Background: an optimization exercise with open tools, aiming at small area, a short achievable clock period and few clock cycles per item. Do not read the settings as production practice. Only simulation tests tie the RTL to the original design; equivalence was not proved.

--- flow/run.sh ---
#!/bin/bash
# The standard layout (standard.sh), with these changes:
#  - synthesis: no adder-cell mapping (ADDER_MAP_FILE empty), so ABC maps the
#    adders from plain gates instead of the slow ha/fa cells, and the final ABC
#    mapping uses flow/abc_iter.script (see flow/synth_iter.tcl);
#  - buf_2 cells as the port buffers (buffer_ports otherwise picks the slow
#    clkdlybuf4s50_1);
#  - setup repair only resizes cells (SETUP_MOVE_SEQUENCE=sizeup).
set -e
here=$(pwd)
export ADDER_MAP_FILE=
export BUFFER_PORTS_ARGS="-buffer_cell sky130_fd_sc_hd__buf_2"
export SETUP_MOVE_SEQUENCE=sizeup
bash standard.sh SYNTH_SCRIPT=$here/flow/synth_iter.tcl finish > standard.log 2>&1
--- flow/abc_iter.script ---
strash
dch
map -B 0.9
strash
dch
map -B 0.9
strash
dch
map -B 0.9
strash
dch
map -B 0.9
strash
dch
map -B 0.9
strash
dch
map -B 0.9
strash
dch
map -B 0.9
strash
dch
map -B 0.9 -D 5000
topo
stime -c
buffer -c
upsize -c -D 5000
dnsize -c -D 5000
--- flow/synth_iter.tcl ---
# The standard flow's synthesis (synth_recipe.tcl, which sources ORFS's synth.tcl) with one
# change: the final technology mapping runs ABC with abc_iter.script, which
# repeats ORFS's area script's strash/dch/map round 8 times, the last one and the sizing
# aimed at a 5000 ps delay target (area recovery below it).
# Everything before it (synth -nofsm -noshare, flip-flop mapping) and after it
# (flatten, renames) is the standard flow's own, so the registers are the standard ones.
set ::abc_iter_script [file normalize [file join [file dirname [info script]] abc_iter.script]]
set ::synth_recipe_tcl [file normalize [file join [file dirname [info script]] .. synth_recipe.tcl]]
proc abc {args} {
  set i [lsearch -exact $args -script]
  if {$i >= 0} { lset args [expr {$i + 1}] $::abc_iter_script }
  puts "abc: mapping with $::abc_iter_script"
  yosys abc {*}$args
}
source $::synth_recipe_tcl
--- standard.sh ---
#!/bin/bash
# synth_recipe.tcl (not shown) runs the flow's synth.tcl, then flattens the netlist and writes it again
# the make line also repeats each setting of config.mk as NAME=value (left out here)
make -C /OpenROAD-flow-scripts/flow DESIGN_CONFIG=/design/flow/config.mk WORK_HOME=/design/flow/orfs CLKGATE_MAP_FILE= SYNTH_SCRIPT=/design/flow/synth_recipe.tcl "${@:-finish}"
--- config.mk ---
export PLATFORM = sky130hd
export DESIGN_NAME = sqrt_binary_search
export DESIGN_NICKNAME = sqrt_binary_search
export VERILOG_FILES = /design/flow/design.v
export SDC_FILE = /design/flow/constraint.sdc
export NUM_CORES = 4
export LEC_CHECK = 0
export ABC_AREA = 1
export CAP_MARGIN = 20
export CORE_MARGIN = 2
export CORE_UTILIZATION = 40
export PLACE_DENSITY = 0.85
export SETUP_SLACK_MARGIN = 3.5
export SLEW_MARGIN = 20
export TNS_END_PERCENT = 10
--- constraint.sdc ---
create_clock -name core_clock -period 11.0 [get_ports {clk}]
set_input_delay 2.2000 -clock core_clock [delete_from_list [all_inputs] [get_ports {clk}]]
set_output_delay 2.2000 -clock core_clock [all_outputs]
set_load 0.01 [all_outputs]
--- design.v ---
module sqrt_head (
    input  logic [15:0] x,
    output logic [7:0] q,      
    output logic [9:0] r       
);
    wire [2:0] a0 = {1'b0, x[15:14]};
    wire [2:0] o0 = 3'b111;   
    wire [2:0] g0_0 = a0 & o0;
    wire [2:0] p0_0 = a0 | o0;
    wire [2:0] g0_1, p0_1;
    assign g0_1[0] = g0_0[0];
    assign p0_1[0] = p0_0[0];
    assign g0_1[1] = g0_0[1] | (p0_0[1] & g0_0[0]);
    assign p0_1[1] = p0_0[1] & p0_0[0];
    assign g0_1[2] = g0_0[2];
    assign p0_1[2] = p0_0[2];
    wire [2:0] g0_2, p0_2;
    assign g0_2[0] = g0_1[0];
    assign p0_2[0] = p0_1[0];
    assign g0_2[1] = g0_1[1];
    assign p0_2[1] = p0_1[1];
    assign g0_2[2] = g0_1[2] | (p0_1[2] & g0_1[1]);
    assign p0_2[2] = p0_1[2] & p0_1[1];
    wire [2:0] r1 = a0 ^ o0 ^ {g0_2[1:0], 1'b0};
    wire [0:0] q1 = ~r1[2];
    wire [3:0] a1 = {r1[1:0], x[13:12]};
    wire [3:0] o1 = {q1[0], q1 ^ q1[0], 2'b11};
    wire [3:0] g1_0 = a1 & o1;
    wire [3:0] p1_0 = a1 | o1;
    wire [3:0] g1_1, p1_1;
    assign g1_1[0] = g1_0[0];
    assign p1_1[0] = p1_0[0];
    assign g1_1[1] = g1_0[1] | (p1_0[1] & g1_0[0]);
    assign p1_1[1] = p1_0[1] & p1_0[0];
    assign g1_1[2] = g1_0[2];
    assign p1_1[2] = p1_0[2];
    assign g1_1[3] = g1_0[3] | (p1_0[3] & g1_0[2]);
    assign p1_1[3] = p1_0[3] & p1_0[2];
    wire [3:0] g1_2, p1_2;
    assign g1_2[0] = g1_1[0];
    assign p1_2[0] = p1_1[0];
    assign g1_2[1] = g1_1[1];
    assign p1_2[1] = p1_1[1];
    assign g1_2[2] = g1_1[2] | (p1_1[2] & g1_1[1]);
    assign p1_2[2] = p1_1[2] & p1_1[1];
    assign g1_2[3] = g1_1[3] | (p1_1[3] & g1_1[1]);
    assign p1_2[3] = p1_1[3] & p1_1[1];
    wire [3:0] r2 = a1 ^ o1 ^ {g1_2[2:0], 1'b0};
    wire [1:0] q2 = {q1, ~r2[3]};
    wire [4:0] a2 = {r2[2:0], x[11:10]};
    wire [4:0] o2 = {q2[0], q2 ^ {2{q2[0]}}, 2'b11};
    wire [4:0] g2_0 = a2 & o2;
    wire [4:0] p2_0 = a2 | o2;
    wire [4:0] g2_1, p2_1;
    assign g2_1[0] = g2_0[0];
    assign p2_1[0] = p2_0[0];
    assign g2_1[1] = g2_0[1] | (p2_0[1] & g2_0[0]);
    assign p2_1[1] = p2_0[1] & p2_0[0];
    assign g2_1[2] = g2_0[2];
    assign p2_1[2] = p2_0[2];
    assign g2_1[3] = g2_0[3] | (p2_0[3] & g2_0[2]);
    assign p2_1[3] = p2_0[3] & p2_0[2];
    assign g2_1[4] = g2_0[4];
    assign p2_1[4] = p2_0[4];
    wire [4:0] g2_2, p2_2;
    assign g2_2[0] = g2_1[0];
    assign p2_2[0] = p2_1[0];
    assign g2_2[1] = g2_1[1];
    assign p2_2[1] = p2_1[1];
    assign g2_2[2] = g2_1[2] | (p2_1[2] & g2_1[1]);
    assign p2_2[2] = p2_1[2] & p2_1[1];
    assign g2_2[3] = g2_1[3] | (p2_1[3] & g2_1[1]);
    assign p2_2[3] = p2_1[3] & p2_1[1];
    assign g2_2[4] = g2_1[4];
    assign p2_2[4] = p2_1[4];
    wire [4:0] g2_3, p2_3;
    assign g2_3[0] = g2_2[0];
    assign p2_3[0] = p2_2[0];
    assign g2_3[1] = g2_2[1];
    assign p2_3[1] = p2_2[1];
    assign g2_3[2] = g2_2[2];
    assign p2_3[2] = p2_2[2];
    assign g2_3[3] = g2_2[3];
    assign p2_3[3] = p2_2[3];
    assign g2_3[4] = g2_2[4] | (p2_2[4] & g2_2[3]);
    assign p2_3[4] = p2_2[4] & p2_2[3];
    wire [4:0] r3 = a2 ^ o2 ^ {g2_3[3:0], 1'b0};
    wire [2:0] q3 = {q2, ~r3[4]};
    wire [5:0] a3 = {r3[3:0], x[9:8]};
    wire [5:0] o3 = {q3[0], q3 ^ {3{q3[0]}}, 2'b11};
    wire [5:0] g3_0 = a3 & o3;
    wire [5:0] p3_0 = a3 | o3;
    wire [5:0] g3_1, p3_1;
    assign g3_1[0] = g3_0[0];
    assign p3_1[0] = p3_0[0];
    assign g3_1[1] = g3_0[1] | (p3_0[1] & g3_0[0]);
    assign p3_1[1] = p3_0[1] & p3_0[0];
    assign g3_1[2] = g3_0[2];
    assign p3_1[2] = p3_0[2];
    assign g3_1[3] = g3_0[3] | (p3_0[3] & g3_0[2]);
    assign p3_1[3] = p3_0[3] & p3_0[2];
    assign g3_1[4] = g3_0[4];
    assign p3_1[4] = p3_0[4];
    assign g3_1[5] = g3_0[5] | (p3_0[5] & g3_0[4]);
    assign p3_1[5] = p3_0[5] & p3_0[4];
    wire [5:0] g3_2, p3_2;
    assign g3_2[0] = g3_1[0];
    assign p3_2[0] = p3_1[0];
    assign g3_2[1] = g3_1[1];
    assign p3_2[1] = p3_1[1];
    assign g3_2[2] = g3_1[2] | (p3_1[2] & g3_1[1]);
    assign p3_2[2] = p3_1[2] & p3_1[1];
    assign g3_2[3] = g3_1[3] | (p3_1[3] & g3_1[1]);
    assign p3_2[3] = p3_1[3] & p3_1[1];
    assign g3_2[4] = g3_1[4];
    assign p3_2[4] = p3_1[4];
    assign g3_2[5] = g3_1[5];
    assign p3_2[5] = p3_1[5];
    wire [5:0] g3_3, p3_3;
    assign g3_3[0] = g3_2[0];
    assign p3_3[0] = p3_2[0];
    assign g3_3[1] = g3_2[1];
    assign p3_3[1] = p3_2[1];
    assign g3_3[2] = g3_2[2];
    assign p3_3[2] = p3_2[2];
    assign g3_3[3] = g3_2[3];
    assign p3_3[3] = p3_2[3];
    assign g3_3[4] = g3_2[4] | (p3_2[4] & g3_2[3]);
    assign p3_3[4] = p3_2[4] & p3_2[3];
    assign g3_3[5] = g3_2[5] | (p3_2[5] & g3_2[3]);
    assign p3_3[5] = p3_2[5] & p3_2[3];
    wire [5:0] r4 = a3 ^ o3 ^ {g3_3[4:0], 1'b0};
    wire [3:0] q4 = {q3, ~r4[5]};
    wire [6:0] a4 = {r4[4:0], x[7:6]};
    wire [6:0] o4 = {q4[0], q4 ^ {4{q4[0]}}, 2'b11};
    wire [6:0] g4_0 = a4 & o4;
    wire [6:0] p4_0 = a4 | o4;
    wire [6:0] g4_1, p4_1;
    assign g4_1[0] = g4_0[0];
    assign p4_1[0] = p4_0[0];
    assign g4_1[1] = g4_0[1] | (p4_0[1] & g4_0[0]);
    assign p4_1[1] = p4_0[1] & p4_0[0];
    assign g4_1[2] = g4_0[2];
    assign p4_1[2] = p4_0[2];
    assign g4_1[3] = g4_0[3] | (p4_0[3] & g4_0[2]);
    assign p4_1[3] = p4_0[3] & p4_0[2];
    assign g4_1[4] = g4_0[4];
    assign p4_1[4] = p4_0[4];
    assign g4_1[5] = g4_0[5] | (p4_0[5] & g4_0[4]);
    assign p4_1[5] = p4_0[5] & p4_0[4];
    assign g4_1[6] = g4_0[6];
    assign p4_1[6] = p4_0[6];
    wire [6:0] g4_2, p4_2;
    assign g4_2[0] = g4_1[0];
    assign p4_2[0] = p4_1[0];
    assign g4_2[1] = g4_1[1];
    assign p4_2[1] = p4_1[1];
    assign g4_2[2] = g4_1[2] | (p4_1[2] & g4_1[1]);
    assign p4_2[2] = p4_1[2] & p4_1[1];
    assign g4_2[3] = g4_1[3] | (p4_1[3] & g4_1[1]);
    assign p4_2[3] = p4_1[3] & p4_1[1];
    assign g4_2[4] = g4_1[4];
    assign p4_2[4] = p4_1[4];
    assign g4_2[5] = g4_1[5];
    assign p4_2[5] = p4_1[5];
    assign g4_2[6] = g4_1[6] | (p4_1[6] & g4_1[5]);
    assign p4_2[6] = p4_1[6] & p4_1[5];
    wire [6:0] g4_3, p4_3;
    assign g4_3[0] = g4_2[0];
    assign p4_3[0] = p4_2[0];
    assign g4_3[1] = g4_2[1];
    assign p4_3[1] = p4_2[1];
    assign g4_3[2] = g4_2[2];
    assign p4_3[2] = p4_2[2];
    assign g4_3[3] = g4_2[3];
    assign p4_3[3] = p4_2[3];
    assign g4_3[4] = g4_2[4] | (p4_2[4] & g4_2[3]);
    assign p4_3[4] = p4_2[4] & p4_2[3];
    assign g4_3[5] = g4_2[5] | (p4_2[5] & g4_2[3]);
    assign p4_3[5] = p4_2[5] & p4_2[3];
    assign g4_3[6] = g4_2[6] | (p4_2[6] & g4_2[3]);
    assign p4_3[6] = p4_2[6] & p4_2[3];
    wire [6:0] r5 = a4 ^ o4 ^ {g4_3[5:0], 1'b0};
    wire [4:0] q5 = {q4, ~r5[6]};
    wire [7:0] a5 = {r5[5:0], x[5:4]};
    wire [7:0] o5 = {q5[0], q5 ^ {5{q5[0]}}, 2'b11};
    wire [7:0] g5_0 = a5 & o5;
    wire [7:0] p5_0 = a5 | o5;
    wire [7:0] g5_1, p5_1;
    assign g5_1[0] = g5_0[0];
    assign p5_1[0] = p5_0[0];
    assign g5_1[1] = g5_0[1] | (p5_0[1] & g5_0[0]);
    assign p5_1[1] = p5_0[1] & p5_0[0];
    assign g5_1[2] = g5_0[2];
    assign p5_1[2] = p5_0[2];
    assign g5_1[3] = g5_0[3] | (p5_0[3] & g5_0[2]);
    assign p5_1[3] = p5_0[3] & p5_0[2];
    assign g5_1[4] = g5_0[4];
    assign p5_1[4] = p5_0[4];
    assign g5_1[5] = g5_0[5] | (p5_0[5] & g5_0[4]);
    assign p5_1[5] = p5_0[5] & p5_0[4];
    assign g5_1[6] = g5_0[6];
    assign p5_1[6] = p5_0[6];
    assign g5_1[7] = g5_0[7] | (p5_0[7] & g5_0[6]);
    assign p5_1[7] = p5_0[7] & p5_0[6];
    wire [7:0] g5_2, p5_2;
    assign g5_2[0] = g5_1[0];
    assign p5_2[0] = p5_1[0];
    assign g5_2[1] = g5_1[1];
    assign p5_2[1] = p5_1[1];
    assign g5_2[2] = g5_1[2] | (p5_1[2] & g5_1[1]);
    assign p5_2[2] = p5_1[2] & p5_1[1];
    assign g5_2[3] = g5_1[3] | (p5_1[3] & g5_1[1]);
    assign p5_2[3] = p5_1[3] & p5_1[1];
    assign g5_2[4] = g5_1[4];
    assign p5_2[4] = p5_1[4];
    assign g5_2[5] = g5_1[5];
    assign p5_2[5] = p5_1[5];
    assign g5_2[6] = g5_1[6] | (p5_1[6] & g5_1[5]);
    assign p5_2[6] = p5_1[6] & p5_1[5];
    assign g5_2[7] = g5_1[7] | (p5_1[7] & g5_1[5]);
    assign p5_2[7] = p5_1[7] & p5_1[5];
    wire [7:0] g5_3, p5_3;
    assign g5_3[0] = g5_2[0];
    assign p5_3[0] = p5_2[0];
    assign g5_3[1] = g5_2[1];
    assign p5_3[1] = p5_2[1];
    assign g5_3[2] = g5_2[2];
    assign p5_3[2] = p5_2[2];
    assign g5_3[3] = g5_2[3];
    assign p5_3[3] = p5_2[3];
    assign g5_3[4] = g5_2[4] | (p5_2[4] & g5_2[3]);
    assign p5_3[4] = p5_2[4] & p5_2[3];
    assign g5_3[5] = g5_2[5] | (p5_2[5] & g5_2[3]);
    assign p5_3[5] = p5_2[5] & p5_2[3];
    assign g5_3[6] = g5_2[6] | (p5_2[6] & g5_2[3]);
    assign p5_3[6] = p5_2[6] & p5_2[3];
    assign g5_3[7] = g5_2[7] | (p5_2[7] & g5_2[3]);
    assign p5_3[7] = p5_2[7] & p5_2[3];
    wire [7:0] r6 = a5 ^ o5 ^ {g5_3[6:0], 1'b0};
    wire [5:0] q6 = {q5, ~r6[7]};
    wire [8:0] a6 = {r6[6:0], x[3:2]};
    wire [8:0] o6 = {q6[0], q6 ^ {6{q6[0]}}, 2'b11};
    wire [8:0] g6_0 = a6 & o6;
    wire [8:0] p6_0 = a6 | o6;
    wire [8:0] g6_1, p6_1;
    assign g6_1[0] = g6_0[0];
    assign p6_1[0] = p6_0[0];
    assign g6_1[1] = g6_0[1] | (p6_0[1] & g6_0[0]);
    assign p6_1[1] = p6_0[1] & p6_0[0];
    assign g6_1[2] = g6_0[2];
    assign p6_1[2] = p6_0[2];
    assign g6_1[3] = g6_0[3] | (p6_0[3] & g6_0[2]);
    assign p6_1[3] = p6_0[3] & p6_0[2];
    assign g6_1[4] = g6_0[4];
    assign p6_1[4] = p6_0[4];
    assign g6_1[5] = g6_0[5] | (p6_0[5] & g6_0[4]);
    assign p6_1[5] = p6_0[5] & p6_0[4];
    assign g6_1[6] = g6_0[6];
    assign p6_1[6] = p6_0[6];
    assign g6_1[7] = g6_0[7] | (p6_0[7] & g6_0[6]);
    assign p6_1[7] = p6_0[7] & p6_0[6];
    assign g6_1[8] = g6_0[8];
    assign p6_1[8] = p6_0[8];
    wire [8:0] g6_2, p6_2;
    assign g6_2[0] = g6_1[0];
    assign p6_2[0] = p6_1[0];
    assign g6_2[1] = g6_1[1];
    assign p6_2[1] = p6_1[1];
    assign g6_2[2] = g6_1[2] | (p6_1[2] & g6_1[1]);
    assign p6_2[2] = p6_1[2] & p6_1[1];
    assign g6_2[3] = g6_1[3] | (p6_1[3] & g6_1[1]);
    assign p6_2[3] = p6_1[3] & p6_1[1];
    assign g6_2[4] = g6_1[4];
    assign p6_2[4] = p6_1[4];
    assign g6_2[5] = g6_1[5];
    assign p6_2[5] = p6_1[5];
    assign g6_2[6] = g6_1[6] | (p6_1[6] & g6_1[5]);
    assign p6_2[6] = p6_1[6] & p6_1[5];
    assign g6_2[7] = g6_1[7] | (p6_1[7] & g6_1[5]);
    assign p6_2[7] = p6_1[7] & p6_1[5];
    assign g6_2[8] = g6_1[8];
    assign p6_2[8] = p6_1[8];
    wire [8:0] g6_3, p6_3;
    assign g6_3[0] = g6_2[0];
    assign p6_3[0] = p6_2[0];
    assign g6_3[1] = g6_2[1];
    assign p6_3[1] = p6_2[1];
    assign g6_3[2] = g6_2[2];
    assign p6_3[2] = p6_2[2];
    assign g6_3[3] = g6_2[3];
    assign p6_3[3] = p6_2[3];
    assign g6_3[4] = g6_2[4] | (p6_2[4] & g6_2[3]);
    assign p6_3[4] = p6_2[4] & p6_2[3];
    assign g6_3[5] = g6_2[5] | (p6_2[5] & g6_2[3]);
    assign p6_3[5] = p6_2[5] & p6_2[3];
    assign g6_3[6] = g6_2[6] | (p6_2[6] & g6_2[3]);
    assign p6_3[6] = p6_2[6] & p6_2[3];
    assign g6_3[7] = g6_2[7] | (p6_2[7] & g6_2[3]);
    assign p6_3[7] = p6_2[7] & p6_2[3];
    assign g6_3[8] = g6_2[8];
    assign p6_3[8] = p6_2[8];
    wire [8:0] g6_4, p6_4;
    assign g6_4[0] = g6_3[0];
    assign p6_4[0] = p6_3[0];
    assign g6_4[1] = g6_3[1];
    assign p6_4[1] = p6_3[1];
    assign g6_4[2] = g6_3[2];
    assign p6_4[2] = p6_3[2];
    assign g6_4[3] = g6_3[3];
    assign p6_4[3] = p6_3[3];
    assign g6_4[4] = g6_3[4];
    assign p6_4[4] = p6_3[4];
    assign g6_4[5] = g6_3[5];
    assign p6_4[5] = p6_3[5];
    assign g6_4[6] = g6_3[6];
    assign p6_4[6] = p6_3[6];
    assign g6_4[7] = g6_3[7];
    assign p6_4[7] = p6_3[7];
    assign g6_4[8] = g6_3[8] | (p6_3[8] & g6_3[7]);
    assign p6_4[8] = p6_3[8] & p6_3[7];
    wire [8:0] r7 = a6 ^ o6 ^ {g6_4[7:0], 1'b0};
    wire [6:0] q7 = {q6, ~r7[8]};
    wire [9:0] a7 = {r7[7:0], x[1:0]};
    wire [9:0] o7 = {q7[0], q7 ^ {7{q7[0]}}, 2'b11};
    wire [9:0] g7_0 = a7 & o7;
    wire [9:0] p7_0 = a7 | o7;
    wire [9:0] g7_1, p7_1;
    assign g7_1[0] = g7_0[0];
    assign p7_1[0] = p7_0[0];
    assign g7_1[1] = g7_0[1] | (p7_0[1] & g7_0[0]);
    assign p7_1[1] = p7_0[1] & p7_0[0];
    assign g7_1[2] = g7_0[2];
    assign p7_1[2] = p7_0[2];
    assign g7_1[3] = g7_0[3] | (p7_0[3] & g7_0[2]);
    assign p7_1[3] = p7_0[3] & p7_0[2];
    assign g7_1[4] = g7_0[4];
    assign p7_1[4] = p7_0[4];
    assign g7_1[5] = g7_0[5] | (p7_0[5] & g7_0[4]);
    assign p7_1[5] = p7_0[5] & p7_0[4];
    assign g7_1[6] = g7_0[6];
    assign p7_1[6] = p7_0[6];
    assign g7_1[7] = g7_0[7] | (p7_0[7] & g7_0[6]);
    assign p7_1[7] = p7_0[7] & p7_0[6];
    assign g7_1[8] = g7_0[8];
    assign p7_1[8] = p7_0[8];
    assign g7_1[9] = g7_0[9] | (p7_0[9] & g7_0[8]);
    assign p7_1[9] = p7_0[9] & p7_0[8];
    wire [9:0] g7_2, p7_2;
    assign g7_2[0] = g7_1[0];
    assign p7_2[0] = p7_1[0];
    assign g7_2[1] = g7_1[1];
    assign p7_2[1] = p7_1[1];
    assign g7_2[2] = g7_1[2] | (p7_1[2] & g7_1[1]);
    assign p7_2[2] = p7_1[2] & p7_1[1];
    assign g7_2[3] = g7_1[3] | (p7_1[3] & g7_1[1]);
    assign p7_2[3] = p7_1[3] & p7_1[1];
    assign g7_2[4] = g7_1[4];
    assign p7_2[4] = p7_1[4];
    assign g7_2[5] = g7_1[5];
    assign p7_2[5] = p7_1[5];
    assign g7_2[6] = g7_1[6] | (p7_1[6] & g7_1[5]);
    assign p7_2[6] = p7_1[6] & p7_1[5];
    assign g7_2[7] = g7_1[7] | (p7_1[7] & g7_1[5]);
    assign p7_2[7] = p7_1[7] & p7_1[5];
    assign g7_2[8] = g7_1[8];
    assign p7_2[8] = p7_1[8];
    assign g7_2[9] = g7_1[9];
    assign p7_2[9] = p7_1[9];
    wire [9:0] g7_3, p7_3;
    assign g7_3[0] = g7_2[0];
    assign p7_3[0] = p7_2[0];
    assign g7_3[1] = g7_2[1];
    assign p7_3[1] = p7_2[1];
    assign g7_3[2] = g7_2[2];
    assign p7_3[2] = p7_2[2];
    assign g7_3[3] = g7_2[3];
    assign p7_3[3] = p7_2[3];
    assign g7_3[4] = g7_2[4] | (p7_2[4] & g7_2[3]);
    assign p7_3[4] = p7_2[4] & p7_2[3];
    assign g7_3[5] = g7_2[5] | (p7_2[5] & g7_2[3]);
    assign p7_3[5] = p7_2[5] & p7_2[3];
    assign g7_3[6] = g7_2[6] | (p7_2[6] & g7_2[3]);
    assign p7_3[6] = p7_2[6] & p7_2[3];
    assign g7_3[7] = g7_2[7] | (p7_2[7] & g7_2[3]);
    assign p7_3[7] = p7_2[7] & p7_2[3];
    assign g7_3[8] = g7_2[8];
    assign p7_3[8] = p7_2[8];
    assign g7_3[9] = g7_2[9];
    assign p7_3[9] = p7_2[9];
    wire [9:0] g7_4, p7_4;
    assign g7_4[0] = g7_3[0];
    assign p7_4[0] = p7_3[0];
    assign g7_4[1] = g7_3[1];
    assign p7_4[1] = p7_3[1];
    assign g7_4[2] = g7_3[2];
    assign p7_4[2] = p7_3[2];
    assign g7_4[3] = g7_3[3];
    assign p7_4[3] = p7_3[3];
    assign g7_4[4] = g7_3[4];
    assign p7_4[4] = p7_3[4];
    assign g7_4[5] = g7_3[5];
    assign p7_4[5] = p7_3[5];
    assign g7_4[6] = g7_3[6];
    assign p7_4[6] = p7_3[6];
    assign g7_4[7] = g7_3[7];
    assign p7_4[7] = p7_3[7];
    assign g7_4[8] = g7_3[8] | (p7_3[8] & g7_3[7]);
    assign p7_4[8] = p7_3[8] & p7_3[7];
    assign g7_4[9] = g7_3[9] | (p7_3[9] & g7_3[7]);
    assign p7_4[9] = p7_3[9] & p7_3[7];
    wire [9:0] r8 = a7 ^ o7 ^ {g7_4[8:0], 1'b0};
    wire [7:0] q8 = {q7, ~r8[9]};
    assign q = q8;
    assign r = r8;
endmodule
module sqrt_tail (
    input  logic [7:0] q,
    input  logic [9:0] r,
    output logic [11:0] root
);
    wire [10:0] a8 = {r[8:0], 2'b00};
    wire [10:0] o8 = {q[0], q ^ {8{q[0]}}, 2'b11};
    wire [10:0] g8_0 = a8 & o8;
    wire [10:0] p8_0 = a8 | o8;
    wire [10:0] g8_1, p8_1;
    assign g8_1[0] = g8_0[0];
    assign p8_1[0] = p8_0[0];
    assign g8_1[1] = g8_0[1] | (p8_0[1] & g8_0[0]);
    assign p8_1[1] = p8_0[1] & p8_0[0];
    assign g8_1[2] = g8_0[2];
    assign p8_1[2] = p8_0[2];
    assign g8_1[3] = g8_0[3] | (p8_0[3] & g8_0[2]);
    assign p8_1[3] = p8_0[3] & p8_0[2];
    assign g8_1[4] = g8_0[4];
    assign p8_1[4] = p8_0[4];
    assign g8_1[5] = g8_0[5] | (p8_0[5] & g8_0[4]);
    assign p8_1[5] = p8_0[5] & p8_0[4];
    assign g8_1[6] = g8_0[6];
    assign p8_1[6] = p8_0[6];
    assign g8_1[7] = g8_0[7] | (p8_0[7] & g8_0[6]);
    assign p8_1[7] = p8_0[7] & p8_0[6];
    assign g8_1[8] = g8_0[8];
    assign p8_1[8] = p8_0[8];
    assign g8_1[9] = g8_0[9] | (p8_0[9] & g8_0[8]);
    assign p8_1[9] = p8_0[9] & p8_0[8];
    assign g8_1[10] = g8_0[10];
    assign p8_1[10] = p8_0[10];
    wire [10:0] g8_2, p8_2;
    assign g8_2[0] = g8_1[0];
    assign p8_2[0] = p8_1[0];
    assign g8_2[1] = g8_1[1];
    assign p8_2[1] = p8_1[1];
    assign g8_2[2] = g8_1[2] | (p8_1[2] & g8_1[1]);
    assign p8_2[2] = p8_1[2] & p8_1[1];
    assign g8_2[3] = g8_1[3] | (p8_1[3] & g8_1[1]);
    assign p8_2[3] = p8_1[3] & p8_1[1];
    assign g8_2[4] = g8_1[4];
    assign p8_2[4] = p8_1[4];
    assign g8_2[5] = g8_1[5];
    assign p8_2[5] = p8_1[5];
    assign g8_2[6] = g8_1[6] | (p8_1[6] & g8_1[5]);
    assign p8_2[6] = p8_1[6] & p8_1[5];
    assign g8_2[7] = g8_1[7] | (p8_1[7] & g8_1[5]);
    assign p8_2[7] = p8_1[7] & p8_1[5];
    assign g8_2[8] = g8_1[8];
    assign p8_2[8] = p8_1[8];
    assign g8_2[9] = g8_1[9];
    assign p8_2[9] = p8_1[9];
    assign g8_2[10] = g8_1[10] | (p8_1[10] & g8_1[9]);
    assign p8_2[10] = p8_1[10] & p8_1[9];
    wire [10:0] g8_3, p8_3;
    assign g8_3[0] = g8_2[0];
    assign p8_3[0] = p8_2[0];
    assign g8_3[1] = g8_2[1];
    assign p8_3[1] = p8_2[1];
    assign g8_3[2] = g8_2[2];
    assign p8_3[2] = p8_2[2];
    assign g8_3[3] = g8_2[3];
    assign p8_3[3] = p8_2[3];
    assign g8_3[4] = g8_2[4] | (p8_2[4] & g8_2[3]);
    assign p8_3[4] = p8_2[4] & p8_2[3];
    assign g8_3[5] = g8_2[5] | (p8_2[5] & g8_2[3]);
    assign p8_3[5] = p8_2[5] & p8_2[3];
    assign g8_3[6] = g8_2[6] | (p8_2[6] & g8_2[3]);
    assign p8_3[6] = p8_2[6] & p8_2[3];
    assign g8_3[7] = g8_2[7] | (p8_2[7] & g8_2[3]);
    assign p8_3[7] = p8_2[7] & p8_2[3];
    assign g8_3[8] = g8_2[8];
    assign p8_3[8] = p8_2[8];
    assign g8_3[9] = g8_2[9];
    assign p8_3[9] = p8_2[9];
    assign g8_3[10] = g8_2[10];
    assign p8_3[10] = p8_2[10];
    wire [10:0] g8_4, p8_4;
    assign g8_4[0] = g8_3[0];
    assign p8_4[0] = p8_3[0];
    assign g8_4[1] = g8_3[1];
    assign p8_4[1] = p8_3[1];
    assign g8_4[2] = g8_3[2];
    assign p8_4[2] = p8_3[2];
    assign g8_4[3] = g8_3[3];
    assign p8_4[3] = p8_3[3];
    assign g8_4[4] = g8_3[4];
    assign p8_4[4] = p8_3[4];
    assign g8_4[5] = g8_3[5];
    assign p8_4[5] = p8_3[5];
    assign g8_4[6] = g8_3[6];
    assign p8_4[6] = p8_3[6];
    assign g8_4[7] = g8_3[7];
    assign p8_4[7] = p8_3[7];
    assign g8_4[8] = g8_3[8] | (p8_3[8] & g8_3[7]);
    assign p8_4[8] = p8_3[8] & p8_3[7];
    assign g8_4[9] = g8_3[9] | (p8_3[9] & g8_3[7]);
    assign p8_4[9] = p8_3[9] & p8_3[7];
    assign g8_4[10] = g8_3[10] | (p8_3[10] & g8_3[7]);
    assign p8_4[10] = p8_3[10] & p8_3[7];
    wire [10:0] r9 = a8 ^ o8 ^ {g8_4[9:0], 1'b0};
    wire [8:0] q9 = {q, ~r9[10]};
    wire [11:0] a9 = {r9[9:0], 2'b00};
    wire [11:0] o9 = {q9[0], q9 ^ {9{q9[0]}}, 2'b11};
    wire [11:0] g9_0 = a9 & o9;
    wire [11:0] p9_0 = a9 | o9;
    wire [11:0] g9_1, p9_1;
    assign g9_1[0] = g9_0[0];
    assign p9_1[0] = p9_0[0];
    assign g9_1[1] = g9_0[1] | (p9_0[1] & g9_0[0]);
    assign p9_1[1] = p9_0[1] & p9_0[0];
    assign g9_1[2] = g9_0[2];
    assign p9_1[2] = p9_0[2];
    assign g9_1[3] = g9_0[3] | (p9_0[3] & g9_0[2]);
    assign p9_1[3] = p9_0[3] & p9_0[2];
    assign g9_1[4] = g9_0[4];
    assign p9_1[4] = p9_0[4];
    assign g9_1[5] = g9_0[5] | (p9_0[5] & g9_0[4]);
    assign p9_1[5] = p9_0[5] & p9_0[4];
    assign g9_1[6] = g9_0[6];
    assign p9_1[6] = p9_0[6];
    assign g9_1[7] = g9_0[7] | (p9_0[7] & g9_0[6]);
    assign p9_1[7] = p9_0[7] & p9_0[6];
    assign g9_1[8] = g9_0[8];
    assign p9_1[8] = p9_0[8];
    assign g9_1[9] = g9_0[9] | (p9_0[9] & g9_0[8]);
    assign p9_1[9] = p9_0[9] & p9_0[8];
    assign g9_1[10] = g9_0[10];
    assign p9_1[10] = p9_0[10];
    assign g9_1[11] = g9_0[11] | (p9_0[11] & g9_0[10]);
    assign p9_1[11] = p9_0[11] & p9_0[10];
    wire [11:0] g9_2, p9_2;
    assign g9_2[0] = g9_1[0];
    assign p9_2[0] = p9_1[0];
    assign g9_2[1] = g9_1[1];
    assign p9_2[1] = p9_1[1];
    assign g9_2[2] = g9_1[2] | (p9_1[2] & g9_1[1]);
    assign p9_2[2] = p9_1[2] & p9_1[1];
    assign g9_2[3] = g9_1[3] | (p9_1[3] & g9_1[1]);
    assign p9_2[3] = p9_1[3] & p9_1[1];
    assign g9_2[4] = g9_1[4];
    assign p9_2[4] = p9_1[4];
    assign g9_2[5] = g9_1[5];
    assign p9_2[5] = p9_1[5];
    assign g9_2[6] = g9_1[6] | (p9_1[6] & g9_1[5]);
    assign p9_2[6] = p9_1[6] & p9_1[5];
    assign g9_2[7] = g9_1[7] | (p9_1[7] & g9_1[5]);
    assign p9_2[7] = p9_1[7] & p9_1[5];
    assign g9_2[8] = g9_1[8];
    assign p9_2[8] = p9_1[8];
    assign g9_2[9] = g9_1[9];
    assign p9_2[9] = p9_1[9];
    assign g9_2[10] = g9_1[10] | (p9_1[10] & g9_1[9]);
    assign p9_2[10] = p9_1[10] & p9_1[9];
    assign g9_2[11] = g9_1[11] | (p9_1[11] & g9_1[9]);
    assign p9_2[11] = p9_1[11] & p9_1[9];
    wire [11:0] g9_3, p9_3;
    assign g9_3[0] = g9_2[0];
    assign p9_3[0] = p9_2[0];
    assign g9_3[1] = g9_2[1];
    assign p9_3[1] = p9_2[1];
    assign g9_3[2] = g9_2[2];
    assign p9_3[2] = p9_2[2];
    assign g9_3[3] = g9_2[3];
    assign p9_3[3] = p9_2[3];
    assign g9_3[4] = g9_2[4] | (p9_2[4] & g9_2[3]);
    assign p9_3[4] = p9_2[4] & p9_2[3];
    assign g9_3[5] = g9_2[5] | (p9_2[5] & g9_2[3]);
    assign p9_3[5] = p9_2[5] & p9_2[3];
    assign g9_3[6] = g9_2[6] | (p9_2[6] & g9_2[3]);
    assign p9_3[6] = p9_2[6] & p9_2[3];
    assign g9_3[7] = g9_2[7] | (p9_2[7] & g9_2[3]);
    assign p9_3[7] = p9_2[7] & p9_2[3];
    assign g9_3[8] = g9_2[8];
    assign p9_3[8] = p9_2[8];
    assign g9_3[9] = g9_2[9];
    assign p9_3[9] = p9_2[9];
    assign g9_3[10] = g9_2[10];
    assign p9_3[10] = p9_2[10];
    assign g9_3[11] = g9_2[11];
    assign p9_3[11] = p9_2[11];
    wire [11:0] g9_4, p9_4;
    assign g9_4[0] = g9_3[0];
    assign p9_4[0] = p9_3[0];
    assign g9_4[1] = g9_3[1];
    assign p9_4[1] = p9_3[1];
    assign g9_4[2] = g9_3[2];
    assign p9_4[2] = p9_3[2];
    assign g9_4[3] = g9_3[3];
    assign p9_4[3] = p9_3[3];
    assign g9_4[4] = g9_3[4];
    assign p9_4[4] = p9_3[4];
    assign g9_4[5] = g9_3[5];
    assign p9_4[5] = p9_3[5];
    assign g9_4[6] = g9_3[6];
    assign p9_4[6] = p9_3[6];
    assign g9_4[7] = g9_3[7];
    assign p9_4[7] = p9_3[7];
    assign g9_4[8] = g9_3[8] | (p9_3[8] & g9_3[7]);
    assign p9_4[8] = p9_3[8] & p9_3[7];
    assign g9_4[9] = g9_3[9] | (p9_3[9] & g9_3[7]);
    assign p9_4[9] = p9_3[9] & p9_3[7];
    assign g9_4[10] = g9_3[10] | (p9_3[10] & g9_3[7]);
    assign p9_4[10] = p9_3[10] & p9_3[7];
    assign g9_4[11] = g9_3[11] | (p9_3[11] & g9_3[7]);
    assign p9_4[11] = p9_3[11] & p9_3[7];
    wire [11:0] r10 = a9 ^ o9 ^ {g9_4[10:0], 1'b0};
    wire [9:0] q10 = {q9, ~r10[11]};
    wire [12:0] a10 = {r10[10:0], 2'b00};
    wire [12:0] o10 = {q10[0], q10 ^ {10{q10[0]}}, 2'b11};
    wire [12:0] g10_0 = a10 & o10;
    wire [12:0] p10_0 = a10 | o10;
    wire [12:0] g10_1, p10_1;
    assign g10_1[0] = g10_0[0];
    assign p10_1[0] = p10_0[0];
    assign g10_1[1] = g10_0[1] | (p10_0[1] & g10_0[0]);
    assign p10_1[1] = p10_0[1] & p10_0[0];
    assign g10_1[2] = g10_0[2];
    assign p10_1[2] = p10_0[2];
    assign g10_1[3] = g10_0[3] | (p10_0[3] & g10_0[2]);
    assign p10_1[3] = p10_0[3] & p10_0[2];
    assign g10_1[4] = g10_0[4];
    assign p10_1[4] = p10_0[4];
    assign g10_1[5] = g10_0[5] | (p10_0[5] & g10_0[4]);
    assign p10_1[5] = p10_0[5] & p10_0[4];
    assign g10_1[6] = g10_0[6];
    assign p10_1[6] = p10_0[6];
    assign g10_1[7] = g10_0[7] | (p10_0[7] & g10_0[6]);
    assign p10_1[7] = p10_0[7] & p10_0[6];
    assign g10_1[8] = g10_0[8];
    assign p10_1[8] = p10_0[8];
    assign g10_1[9] = g10_0[9] | (p10_0[9] & g10_0[8]);
    assign p10_1[9] = p10_0[9] & p10_0[8];
    assign g10_1[10] = g10_0[10];
    assign p10_1[10] = p10_0[10];
    assign g10_1[11] = g10_0[11] | (p10_0[11] & g10_0[10]);
    assign p10_1[11] = p10_0[11] & p10_0[10];
    assign g10_1[12] = g10_0[12];
    assign p10_1[12] = p10_0[12];
    wire [12:0] g10_2, p10_2;
    assign g10_2[0] = g10_1[0];
    assign p10_2[0] = p10_1[0];
    assign g10_2[1] = g10_1[1];
    assign p10_2[1] = p10_1[1];
    assign g10_2[2] = g10_1[2] | (p10_1[2] & g10_1[1]);
    assign p10_2[2] = p10_1[2] & p10_1[1];
    assign g10_2[3] = g10_1[3] | (p10_1[3] & g10_1[1]);
    assign p10_2[3] = p10_1[3] & p10_1[1];
    assign g10_2[4] = g10_1[4];
    assign p10_2[4] = p10_1[4];
    assign g10_2[5] = g10_1[5];
    assign p10_2[5] = p10_1[5];
    assign g10_2[6] = g10_1[6] | (p10_1[6] & g10_1[5]);
    assign p10_2[6] = p10_1[6] & p10_1[5];
    assign g10_2[7] = g10_1[7] | (p10_1[7] & g10_1[5]);
    assign p10_2[7] = p10_1[7] & p10_1[5];
    assign g10_2[8] = g10_1[8];
    assign p10_2[8] = p10_1[8];
    assign g10_2[9] = g10_1[9];
    assign p10_2[9] = p10_1[9];
    assign g10_2[10] = g10_1[10] | (p10_1[10] & g10_1[9]);
    assign p10_2[10] = p10_1[10] & p10_1[9];
    assign g10_2[11] = g10_1[11] | (p10_1[11] & g10_1[9]);
    assign p10_2[11] = p10_1[11] & p10_1[9];
    assign g10_2[12] = g10_1[12];
    assign p10_2[12] = p10_1[12];
    wire [12:0] g10_3, p10_3;
    assign g10_3[0] = g10_2[0];
    assign p10_3[0] = p10_2[0];
    assign g10_3[1] = g10_2[1];
    assign p10_3[1] = p10_2[1];
    assign g10_3[2] = g10_2[2];
    assign p10_3[2] = p10_2[2];
    assign g10_3[3] = g10_2[3];
    assign p10_3[3] = p10_2[3];
    assign g10_3[4] = g10_2[4] | (p10_2[4] & g10_2[3]);
    assign p10_3[4] = p10_2[4] & p10_2[3];
    assign g10_3[5] = g10_2[5] | (p10_2[5] & g10_2[3]);
    assign p10_3[5] = p10_2[5] & p10_2[3];
    assign g10_3[6] = g10_2[6] | (p10_2[6] & g10_2[3]);
    assign p10_3[6] = p10_2[6] & p10_2[3];
    assign g10_3[7] = g10_2[7] | (p10_2[7] & g10_2[3]);
    assign p10_3[7] = p10_2[7] & p10_2[3];
    assign g10_3[8] = g10_2[8];
    assign p10_3[8] = p10_2[8];
    assign g10_3[9] = g10_2[9];
    assign p10_3[9] = p10_2[9];
    assign g10_3[10] = g10_2[10];
    assign p10_3[10] = p10_2[10];
    assign g10_3[11] = g10_2[11];
    assign p10_3[11] = p10_2[11];
    assign g10_3[12] = g10_2[12] | (p10_2[12] & g10_2[11]);
    assign p10_3[12] = p10_2[12] & p10_2[11];
    wire [12:0] g10_4, p10_4;
    assign g10_4[0] = g10_3[0];
    assign p10_4[0] = p10_3[0];
    assign g10_4[1] = g10_3[1];
    assign p10_4[1] = p10_3[1];
    assign g10_4[2] = g10_3[2];
    assign p10_4[2] = p10_3[2];
    assign g10_4[3] = g10_3[3];
    assign p10_4[3] = p10_3[3];
    assign g10_4[4] = g10_3[4];
    assign p10_4[4] = p10_3[4];
    assign g10_4[5] = g10_3[5];
    assign p10_4[5] = p10_3[5];
    assign g10_4[6] = g10_3[6];
    assign p10_4[6] = p10_3[6];
    assign g10_4[7] = g10_3[7];
    assign p10_4[7] = p10_3[7];
    assign g10_4[8] = g10_3[8] | (p10_3[8] & g10_3[7]);
    assign p10_4[8] = p10_3[8] & p10_3[7];
    assign g10_4[9] = g10_3[9] | (p10_3[9] & g10_3[7]);
    assign p10_4[9] = p10_3[9] & p10_3[7];
    assign g10_4[10] = g10_3[10] | (p10_3[10] & g10_3[7]);
    assign p10_4[10] = p10_3[10] & p10_3[7];
    assign g10_4[11] = g10_3[11] | (p10_3[11] & g10_3[7]);
    assign p10_4[11] = p10_3[11] & p10_3[7];
    assign g10_4[12] = g10_3[12] | (p10_3[12] & g10_3[7]);
    assign p10_4[12] = p10_3[12] & p10_3[7];
    wire [12:0] r11 = a10 ^ o10 ^ {g10_4[11:0], 1'b0};
    wire [10:0] q11 = {q10, ~r11[12]};
    wire [13:0] a11 = {r11[11:0], 2'b00};
    wire [13:0] o11 = {q11[0], q11 ^ {11{q11[0]}}, 2'b11};
    wire [13:0] g11_0 = a11 & o11;
    wire [13:0] p11_0 = a11 | o11;
    wire [13:0] g11_1, p11_1;
    assign g11_1[0] = g11_0[0];
    assign p11_1[0] = p11_0[0];
    assign g11_1[1] = g11_0[1] | (p11_0[1] & g11_0[0]);
    assign p11_1[1] = p11_0[1] & p11_0[0];
    assign g11_1[2] = g11_0[2];
    assign p11_1[2] = p11_0[2];
    assign g11_1[3] = g11_0[3] | (p11_0[3] & g11_0[2]);
    assign p11_1[3] = p11_0[3] & p11_0[2];
    assign g11_1[4] = g11_0[4];
    assign p11_1[4] = p11_0[4];
    assign g11_1[5] = g11_0[5] | (p11_0[5] & g11_0[4]);
    assign p11_1[5] = p11_0[5] & p11_0[4];
    assign g11_1[6] = g11_0[6];
    assign p11_1[6] = p11_0[6];
    assign g11_1[7] = g11_0[7] | (p11_0[7] & g11_0[6]);
    assign p11_1[7] = p11_0[7] & p11_0[6];
    assign g11_1[8] = g11_0[8];
    assign p11_1[8] = p11_0[8];
    assign g11_1[9] = g11_0[9] | (p11_0[9] & g11_0[8]);
    assign p11_1[9] = p11_0[9] & p11_0[8];
    assign g11_1[10] = g11_0[10];
    assign p11_1[10] = p11_0[10];
    assign g11_1[11] = g11_0[11] | (p11_0[11] & g11_0[10]);
    assign p11_1[11] = p11_0[11] & p11_0[10];
    assign g11_1[12] = g11_0[12];
    assign p11_1[12] = p11_0[12];
    assign g11_1[13] = g11_0[13] | (p11_0[13] & g11_0[12]);
    assign p11_1[13] = p11_0[13] & p11_0[12];
    wire [13:0] g11_2, p11_2;
    assign g11_2[0] = g11_1[0];
    assign p11_2[0] = p11_1[0];
    assign g11_2[1] = g11_1[1];
    assign p11_2[1] = p11_1[1];
    assign g11_2[2] = g11_1[2] | (p11_1[2] & g11_1[1]);
    assign p11_2[2] = p11_1[2] & p11_1[1];
    assign g11_2[3] = g11_1[3] | (p11_1[3] & g11_1[1]);
    assign p11_2[3] = p11_1[3] & p11_1[1];
    assign g11_2[4] = g11_1[4];
    assign p11_2[4] = p11_1[4];
    assign g11_2[5] = g11_1[5];
    assign p11_2[5] = p11_1[5];
    assign g11_2[6] = g11_1[6] | (p11_1[6] & g11_1[5]);
    assign p11_2[6] = p11_1[6] & p11_1[5];
    assign g11_2[7] = g11_1[7] | (p11_1[7] & g11_1[5]);
    assign p11_2[7] = p11_1[7] & p11_1[5];
    assign g11_2[8] = g11_1[8];
    assign p11_2[8] = p11_1[8];
    assign g11_2[9] = g11_1[9];
    assign p11_2[9] = p11_1[9];
    assign g11_2[10] = g11_1[10] | (p11_1[10] & g11_1[9]);
    assign p11_2[10] = p11_1[10] & p11_1[9];
    assign g11_2[11] = g11_1[11] | (p11_1[11] & g11_1[9]);
    assign p11_2[11] = p11_1[11] & p11_1[9];
    assign g11_2[12] = g11_1[12];
    assign p11_2[12] = p11_1[12];
    assign g11_2[13] = g11_1[13];
    assign p11_2[13] = p11_1[13];
    wire [13:0] g11_3, p11_3;
    assign g11_3[0] = g11_2[0];
    assign p11_3[0] = p11_2[0];
    assign g11_3[1] = g11_2[1];
    assign p11_3[1] = p11_2[1];
    assign g11_3[2] = g11_2[2];
    assign p11_3[2] = p11_2[2];
    assign g11_3[3] = g11_2[3];
    assign p11_3[3] = p11_2[3];
    assign g11_3[4] = g11_2[4] | (p11_2[4] & g11_2[3]);
    assign p11_3[4] = p11_2[4] & p11_2[3];
    assign g11_3[5] = g11_2[5] | (p11_2[5] & g11_2[3]);
    assign p11_3[5] = p11_2[5] & p11_2[3];
    assign g11_3[6] = g11_2[6] | (p11_2[6] & g11_2[3]);
    assign p11_3[6] = p11_2[6] & p11_2[3];
    assign g11_3[7] = g11_2[7] | (p11_2[7] & g11_2[3]);
    assign p11_3[7] = p11_2[7] & p11_2[3];
    assign g11_3[8] = g11_2[8];
    assign p11_3[8] = p11_2[8];
    assign g11_3[9] = g11_2[9];
    assign p11_3[9] = p11_2[9];
    assign g11_3[10] = g11_2[10];
    assign p11_3[10] = p11_2[10];
    assign g11_3[11] = g11_2[11];
    assign p11_3[11] = p11_2[11];
    assign g11_3[12] = g11_2[12] | (p11_2[12] & g11_2[11]);
    assign p11_3[12] = p11_2[12] & p11_2[11];
    assign g11_3[13] = g11_2[13] | (p11_2[13] & g11_2[11]);
    assign p11_3[13] = p11_2[13] & p11_2[11];
    wire [13:0] g11_4, p11_4;
    assign g11_4[0] = g11_3[0];
    assign p11_4[0] = p11_3[0];
    assign g11_4[1] = g11_3[1];
    assign p11_4[1] = p11_3[1];
    assign g11_4[2] = g11_3[2];
    assign p11_4[2] = p11_3[2];
    assign g11_4[3] = g11_3[3];
    assign p11_4[3] = p11_3[3];
    assign g11_4[4] = g11_3[4];
    assign p11_4[4] = p11_3[4];
    assign g11_4[5] = g11_3[5];
    assign p11_4[5] = p11_3[5];
    assign g11_4[6] = g11_3[6];
    assign p11_4[6] = p11_3[6];
    assign g11_4[7] = g11_3[7];
    assign p11_4[7] = p11_3[7];
    assign g11_4[8] = g11_3[8] | (p11_3[8] & g11_3[7]);
    assign p11_4[8] = p11_3[8] & p11_3[7];
    assign g11_4[9] = g11_3[9] | (p11_3[9] & g11_3[7]);
    assign p11_4[9] = p11_3[9] & p11_3[7];
    assign g11_4[10] = g11_3[10] | (p11_3[10] & g11_3[7]);
    assign p11_4[10] = p11_3[10] & p11_3[7];
    assign g11_4[11] = g11_3[11] | (p11_3[11] & g11_3[7]);
    assign p11_4[11] = p11_3[11] & p11_3[7];
    assign g11_4[12] = g11_3[12] | (p11_3[12] & g11_3[7]);
    assign p11_4[12] = p11_3[12] & p11_3[7];
    assign g11_4[13] = g11_3[13] | (p11_3[13] & g11_3[7]);
    assign p11_4[13] = p11_3[13] & p11_3[7];
    wire [13:0] r12 = a11 ^ o11 ^ {g11_4[12:0], 1'b0};
    wire [11:0] q12 = {q11, ~r12[13]};
    assign root = q12;
endmodule
module sqrt_binary_search (
    input  logic        clk,
    input  logic        rst,         
    input  logic        valid_in,
    input  logic [15:0] x,           
    output logic [15:0] x_sqrt,      
    output logic        valid_out
);
    logic [7:0] q_d, q_r;
    logic [9:0] r_d, r_r;
    logic        v_r;
    logic [11:0] root;
    sqrt_head head (.x(x), .q(q_d), .r(r_d));
    always_ff @(posedge clk) begin
        if (rst) v_r <= 1'b0;
        else     v_r <= valid_in;
        q_r <= q_d;
        r_r <= r_d;
    end
    sqrt_tail tail (.q(q_r), .r(r_r), .root(root));
    assign x_sqrt    = {4'd0, root};
    assign valid_out = v_r;
endmodule
==> summary.md, run 1 <==
| Metric | Value |
|---|---|
| Post-synthesis sequential area ratio | `11.09%` |
| Yosys cell types | `19` |
| Area share of the leading cell type in the synthesized netlist | `33.83%` |
| Post-synthesis cell count | `645` |
| Time the final worst path needs with I/O delays and setup | `7045 ps` |
| Post-route clock period utilization | `64.05%` |
| Area of the multi-input gates | `2658 sq um` |
| Core footprint | `7807 sq um` |
| Kind of cell adding the most delay to the critical path | `simple AND/OR/NAND/NOR gates` |
| Die area | `8863 sq um` |
| PortBufs | `31` |
| DRC violations left | `0` |
| Clock transition at path regs | `60 ps` |
| Detailed-router iteration count before antenna repair | `4` |
| Number of buffers inserted during clock tree synthesis | `3` |
| Average cell area after synthesis | `5.040 sq um` |
| Count of maximum capacitance violations | `0` |
| Post-DP Area | `3503 sq um` |
| Post-synthesis cell area | `3251 sq um` |
| Share of cells above drive strength 1 | `10.65%` |
| Iteration-0 DRC count of the detailed router | `159` |
| Fmax | `0.1419 GHz` |
| Final-report max-slew violation count | `0` |
| TNS Setup | `0 ps` |
| Critical-path maximum fanout | `14` |
| Diodes inserted | `0` |
| Area leader, netlist | `sky130_fd_sc_hd__nand2_1` |
| CTS tree | `built` |
| Number of placement rows | `32` |
| Clock Tree Buf Depth | `2` |
| Flop and latch count out of synthesis | `18` |
| Net count, final | `696` |
| Dominant cells by area after synthesis | `sky130_fd_sc_hd__nand2_1 (34%), sky130_fd_sc_hd__nand3_1 (15%), sky130_fd_sc_hd__dfxtp_1 (11%)` |
| Vias in the first global route | `3276` |
| Max-slew headroom | `52.18%` |
| Max stage delay on crit path | `460 ps` |
| Global placer's final weighted congestion | `1.084` |
| Final setup violating endpoints | `0` |
| Antenna violations before repair | `0` |
| Total vias in the final route | `3769` |
| # H-tree levels | `1` |
| Detailed-placement wirelength estimate | `6357 microns` |
| Worst-Margin Slew | `714.6 ps` |
| GRT overflow | `0` |
| Clock tree root driver cell | `sky130_fd_sc_hd__clkbuf_8` |
| Clk sink count | `18` |
| Worst Setup Path Type | `register to output pin` |
| Worst Path Buf+Inv | `4` |
| Synthesis-to-finish area growth | `12.63%` |
| Starting utilization of the core area | `41.63%` |
| Largest net degree at the start of global routing | `15` |
| Finished Cell Area | `3661 sq um` |
| Routed wirelength normalized by instance count | `9.814 microns` |
| Most common cell on crit path | `sky130_fd_sc_hd__nand2_1` |
| Syn. warnings | `1` |
| Number of failing hold endpoints at the final stage | `0` |
| Worst slack on hold paths | `2096 ps` |
| Data required time at the worst endpoint | `8800 ps` |
| All-Layer GR Usage | `17.52%` |
| Detailed-route wire length | `7635 microns` |
| WP data arrival | `4840 ps` |
| Crit end category | `output pin` |
| Post-route ant nets | `0` |
| Height of the chip | `94.15 microns` |
| Number of vias per cell after detailed routing | `4.844` |
| Outcome | `finished clean` |
| Class of the tightest hold or removal check | `input pin to register` |
| Number of placed I/O pins | `36` |
| Startpoint kind of the worst setup timing path | `register` |
| Unrepaired setup endpoints after global routing | `yes` |
| Global-route wire length before repair | `13090 microns` |
| Storage cell area | `365.4 sq um` |
| Crit-path slowest cell | `sky130_fd_sc_hd__dfxtp_4` |
| Number of fill cells | `808` |
| Chip width | `94.15 microns` |
-- synth_stat cells --
cell type / instances
sky130_fd_sc_hd__buf_4: 4
sky130_fd_sc_hd__xnor2_1: 28
sky130_fd_sc_hd__nand3b_1: 5
sky130_fd_sc_hd__nand3_1: 96
sky130_fd_sc_hd__a21o_1: 5
sky130_fd_sc_hd__nor2_1: 41
sky130_fd_sc_hd__dfxtp_1: 18
sky130_fd_sc_hd__inv_1: 80
sky130_fd_sc_hd__or2_2: 12
sky130_fd_sc_hd__o21ai_1: 1
sky130_fd_sc_hd__a21oi_1: 7
sky130_fd_sc_hd__conb_1: 1
sky130_fd_sc_hd__nand4_1: 8
sky130_fd_sc_hd__nand2b_1: 1
sky130_fd_sc_hd__xor2_1: 29
sky130_fd_sc_hd__nand2_1: 293
sky130_fd_sc_hd__o21ai_0: 13
sky130_fd_sc_hd__buf_1: 1
sky130_fd_sc_hd__clkbuf_1: 2
-- registers in the layout (all words and copies together), names as in the netlist --
signal,cells
r_r,9
q_r,8
v_r,1
-- worst paths after layout --
kind             end  cells after the start  slack (ps)      startpoint
min   v_r$_SDFF_PP0_                      2        2100             rst
max        x_sqrt[0]                     37        3960  q_r[0]$_DFF_P_
-- cell usage in the layout (no fill, tap or decap) --
cell type                  instances
sky130_fd_sc_hd__o21ai_0          11
sky130_fd_sc_hd__xor2_1           29
sky130_fd_sc_hd__dfxtp_2           1
sky130_fd_sc_hd__conb_1            4
sky130_fd_sc_hd__nand2b_1          1
sky130_fd_sc_hd__or2_2            12
sky130_fd_sc_hd__a21oi_1           7
sky130_fd_sc_hd__nand3b_1          5
sky130_fd_sc_hd__nand3_1          89
sky130_fd_sc_hd__buf_2            31
sky130_fd_sc_hd__dfxtp_4           1
sky130_fd_sc_hd__nand3_2           7
sky130_fd_sc_hd__nand4_1           8
sky130_fd_sc_hd__clkbuf_8          4
sky130_fd_sc_hd__nand2_4           4
sky130_fd_sc_hd__xnor2_1          28
sky130_fd_sc_hd__dfxtp_1          16
sky130_fd_sc_hd__nand2_2           6
sky130_fd_sc_hd__o21ai_1           1
sky130_fd_sc_hd__o21ai_2           2
sky130_fd_sc_hd__nand2_1         283
sky130_fd_sc_hd__nor2_1           37
sky130_fd_sc_hd__nor2_2            4
sky130_fd_sc_hd__inv_1            80
sky130_fd_sc_hd__a21o_1            5
-- layout make-up --
cell class,instances,area share (%)
Clock buffer,4,1.504
Multi-Input combinational cell,543,72.59
Sequential cell,18,9.979
Inverter,80,8.202
Tap cell,102,3.486
Timing Repair Buffer,31,4.238
-- routing by layer --
| metal | track usage (%) | share of wire, % |
|---|---|---|
| met1 | 21.38 | 45 |
| met2 | 31.73 | 48 |
| met3 | 0.9631 | 4.3 |
| met4 | 7.246 | 2.5 |
| met5 | 0 | 0 |
-- repair_timing --
| action | 4_1_cts | 5_1_grt |
|---|---|---|
| buffers inserted | 0 | 0 |
| cloned | 0 | 0 |
| resized for setup | 5 | 27 |
| setup endpoints to repair | 1 | 8 |
| hold endpoints to repair | 0 | 0 |
| hold buffers | 0 | 0 |
-- logic make-up (layout without fill, tap and decap cells) --
| kind of cell | Yosys count | count (layout) | share of synthesized area, % |
|---|---|---|---|
| simple gates | 456 | 456 | 58.55 |
| other cells | 1 | 4 | 0.1154 |
| xor+xnor | 57 | 57 | 15.36 |
| flops | 18 | 18 | 11.09 |
| compound gates | 26 | 26 | 4.388 |
| buf+inv | 87 | 115 | 10.51 |
-- per-stage QoR --
step / instances / utilization, % / setup WS [ps]
after floorplan: 648 / - / 4128
after global placement: 774 / 44.87 / 3358
after detailed placement: 774 / 44.87 / 3271
after CTS: 778 / 45.72 / 3586
after global routing: 778 / 46.89 / 3430
final: 778 / 46.89 / 3955
Testbench counts, summed over its fixed seeds: cycles 262,148, items 262,144.
==> run 2: changes to the inputs <==
--- a/flow/abc_iter.script
+++ b/flow/abc_iter.script
@@ -23,3 +23,3 @@
 dch
-map -B 0.9 -D 5000
+map -B 0.9 -D 4300
 topo
@@ -27,3 +27,3 @@
 buffer -c
-upsize -c -D 5000
-dnsize -c -D 5000
+upsize -c -D 4300
+dnsize -c -D 4300
--- a/flow/synth_iter.tcl
+++ b/flow/synth_iter.tcl
@@ -3,3 +3,3 @@
 # repeats ORFS's area script's strash/dch/map round 8 times, the last one and the sizing
-# aimed at a 5000 ps delay target (area recovery below it).
+# aimed at a 4300 ps delay target (area recovery below it).
 # Everything before it (synth -nofsm -noshare, flip-flop mapping) and after it
==> run 2 against run 1 <==
Setup slack better by 75 ps. Global-route usage fell by 0.54 points. Count of clock-buffer cells in the layout unchanged. Critical path type unchanged. Maximum frequency is 1.1% higher. Synthesized area up 0.89%.
==> summary.md, run 2 <==
| Metric | Value |
|---|---|
| Number of placed I/O pins | `36` |
| Global-route wire length before repair | `12750 microns` |
| Final-report max-slew violation count | `0` |
| Most used cells in the layout excluding fill and tap cells | `sky130_fd_sc_hd__nand2_1 (273), sky130_fd_sc_hd__nand3_1 (89), sky130_fd_sc_hd__inv_1 (79)` |
| Area of the multi-input gates | `2695 sq um` |
| Clock Tree Buf Depth | `2` |
| Detailed-route wire length | `7833 microns` |
| Most frequent standard cell in the layout excluding fill and tap cells | `sky130_fd_sc_hd__nand2_1` |
| Outcome | `finished clean` |
| Clock transition at path regs | `70 ps` |
| Storage cell area | `365.4 sq um` |
| Area share of the leading cell type in the synthesized netlist | `33.08%` |
| Startpoint kind of the worst setup timing path | `register` |
| TNS Setup | `0 ps` |
| Height of the chip | `94.55 microns` |
| Die area | `8939 sq um` |
| Antenna violations before repair | `0` |
| Post-synthesis cell area | `3279 sq um` |
| Critical-path maximum fanout | `14` |
| Crit end category | `output pin` |
| Dominant cells by area after synthesis | `sky130_fd_sc_hd__nand2_1 (33%), sky130_fd_sc_hd__nand3_1 (15%), sky130_fd_sc_hd__dfxtp_1 (11%)` |
| Largest registers in the final layout | `r_r x9, q_r x8, v_r x1` |
| Flop and latch count out of synthesis | `18` |
| Post-synthesis cell count | `645` |
| Diodes inserted | `0` |
| Detailed-placement wirelength estimate | `6385 microns` |
| Post-route non-filler standard cell count | `781` |
| Clock tree root driver cell | `sky130_fd_sc_hd__clkbuf_8` |
| Flip-flop count of the largest register after layout | `9` |
| PortBufs | `31` |
| Worst Setup Path Type | `register to output pin` |
| GRT overflow | `0` |
| Most common cell on crit path | `sky130_fd_sc_hd__nand2_1` |
| Top-count cell post-synth | `sky130_fd_sc_hd__nand2_1` |
| WP data arrival | `4770 ps` |
| CTS tree | `built` |
| Syn. warnings | `1` |
| Max stage delay on crit path | `450 ps` |
| Post-synthesis sequential area ratio | `10.99%` |
| Iteration-0 DRC count of the detailed router | `147` |
| Post-DP Area | `3523 sq um` |
| Core footprint | `8093 sq um` |
| Synthesis-to-finish area growth | `12.90%` |
| Number of enable flip-flop cells after synthesis | `0` |
| Chip width | `94.55 microns` |
| Predominant post-synthesis flop cell | `sky130_fd_sc_hd__dfxtp_1` |
| Global placer's final weighted congestion | `0.9737` |
| Unrepaired setup endpoints after global routing | `yes` |
| Detailed-router iteration count before antenna repair | `4` |
| Post-CTS repair timing setup buffer count | `0` |
| Number of failing hold endpoints at the final stage | `0` |
| Largest net degree at the start of global routing | `15` |
| Share of cells above drive strength 1 | `12.57%` |
| Crit-path slowest cell | `sky130_fd_sc_hd__dfxtp_4` |
| Routed wirelength normalized by instance count | `10.03 microns` |
| Vias in the first global route | `3171` |
| Total vias in the final route | `3820` |
| Number of vias per cell after detailed routing | `4.891` |
| Post-route clock period utilization | `63.37%` |
| Average cell area after synthesis | `5.084 sq um` |
| Time the final worst path needs with I/O delays and setup | `6970 ps` |
| Fmax | `0.1435 GHz` |
| Finished Cell Area | `3702 sq um` |
| Ys async rst share | `0%` |
| Number of buffers inserted during clock tree synthesis | `3` |
| Register bank with the most flops | `r_r` |
| Starting utilization of the core area | `40.52%` |
| Number of placement rows | `33` |
| Clk sink count | `18` |
| Number of fill cells | `881` |
| DRC violations left | `0` |
| Area leader, netlist | `sky130_fd_sc_hd__nand2_1` |
| All-Layer GR Usage | `16.98%` |
| # H-tree levels | `1` |
| Yosys cell types | `22` |
| Count of maximum capacitance violations | `0` |
| Placed cell count | `777` |
| Final setup violating endpoints | `0` |
| Post-route ant nets | `0` |
| Data required time at the worst endpoint | `8800 ps` |
| Most instantiated cells after synthesis | `sky130_fd_sc_hd__nand2_1 (289), sky130_fd_sc_hd__nand3_1 (96), sky130_fd_sc_hd__inv_1 (80)` |
| Net count, final | `696` |
| Class of the tightest hold or removal check | `input pin to register` |
==> run 2: cell count changes after synthesis, sizes merged <==
cell	change
buf	+2
clkbuf	-2
==> run 2: repair_timing <==
| item | CTS | global route |
|---|---|---|
| gates resized for setup | 3 | 37 |
| setup endpoints to repair | 1 | 7 |
| hold buffers | 0 | 0 |
| cloned | 0 | 0 |
==> run 2: routing by layer <==
metal / track usage, % / wire length, microns / vias up
met2: 31.01 / 3765 / 90
met5: 0 / 0 / -
met1: 21.12 / 3501 / 1651
met4: 5.556 / 168 / 0
met3: 1.117 / 398 / 18
li1: - / - / 2061
==> run 2: final cells by class <==
class | count | share of cell area (%)
clock buffers | 4 | 1.487
well taps | 105 | 3.548
inverters | 80 | 8.111
flip-flops and latches | 18 | 9.868
repair buffers | 31 | 4.191
multi-input cells | 543 | 72.79
==> run 2: through the flow <==
step                      util [%]  setup WS, ps  hold slack, ps
final                        45.75          4030            2096
after global routing         45.75          3406            2097
after CTS                    44.30          3538            2094
after detailed placement     43.54          3415            2361
after global placement       43.54          3722            2355
after floorplan                  -          4362            2257
==> run 2: final timing paths <==
| check | from | endpoint | slack [ps] | cells after the start |
|---|---|---|---|---|
| setup / recovery | q_r[0]$_DFF_P_ | x_sqrt[0] | 4030 | 38 |
| hold / removal | rst | v_r$_SDFF_PP0_ | 2100 | 2 |
==> run 2: worst max-delay path, delay by kind of cell (launching register included) <==
family | cells | cell delay [ps]
AOI/OAI and AO/OA | 3 | 450
buffers and inverters | 3 | 240
DFF | 1 | 450
and+or+nand+nor | 32 | 3400
==> run 2: logic make-up (layout without fill, tap and decap cells) <==
| family | Yosys count | after routing | share of synthesized area (%) |
|---|---|---|---|
| other cells | 1 | 4 | 0.1144 |
| compound gates | 26 | 26 | 4.464 |
| simple gates | 456 | 456 | 58.41 |
| flops | 18 | 18 | 10.99 |
| xor+xnor | 57 | 57 | 15.22 |
| buf+inv | 87 | 115 | 10.80 |

[re-timing with driven ports]
The flow's constraints put no driver on any port. The routed layouts listed below were extracted and timed again, unchanged, in two steps. Step 1: set_driving_cell puts a clkbuf_16 on clk and a buf_2 on each other input, an assumption about the parent block. Step 2 moves the port delays by t, midway between the first and last clock arrival at a register: inputs arrive t later, outputs are due t later. That takes back most of the time a late clock gives input paths. a / b / c = no drivers / after step 1 / after step 2; a / b = the first two.
run	t, ns	setup WS [ns]	worst hold slack (ns)	latest minus earliest clock arrival (ns)
run 1	0.272	3.955 / 3.927 / 3.935	2.096 / 2.089 / 2.361	0.003 / 0.002
run 2	0.273	4.030 / 4.005 / 3.969	2.096 / 2.090 / 2.363	0.002 / 0.002
After both steps setup and hold are still met in every run listed. The setup slack of run 2, which loses most, moves by -0.025 ns with the drivers and by -0.061 ns with both steps.
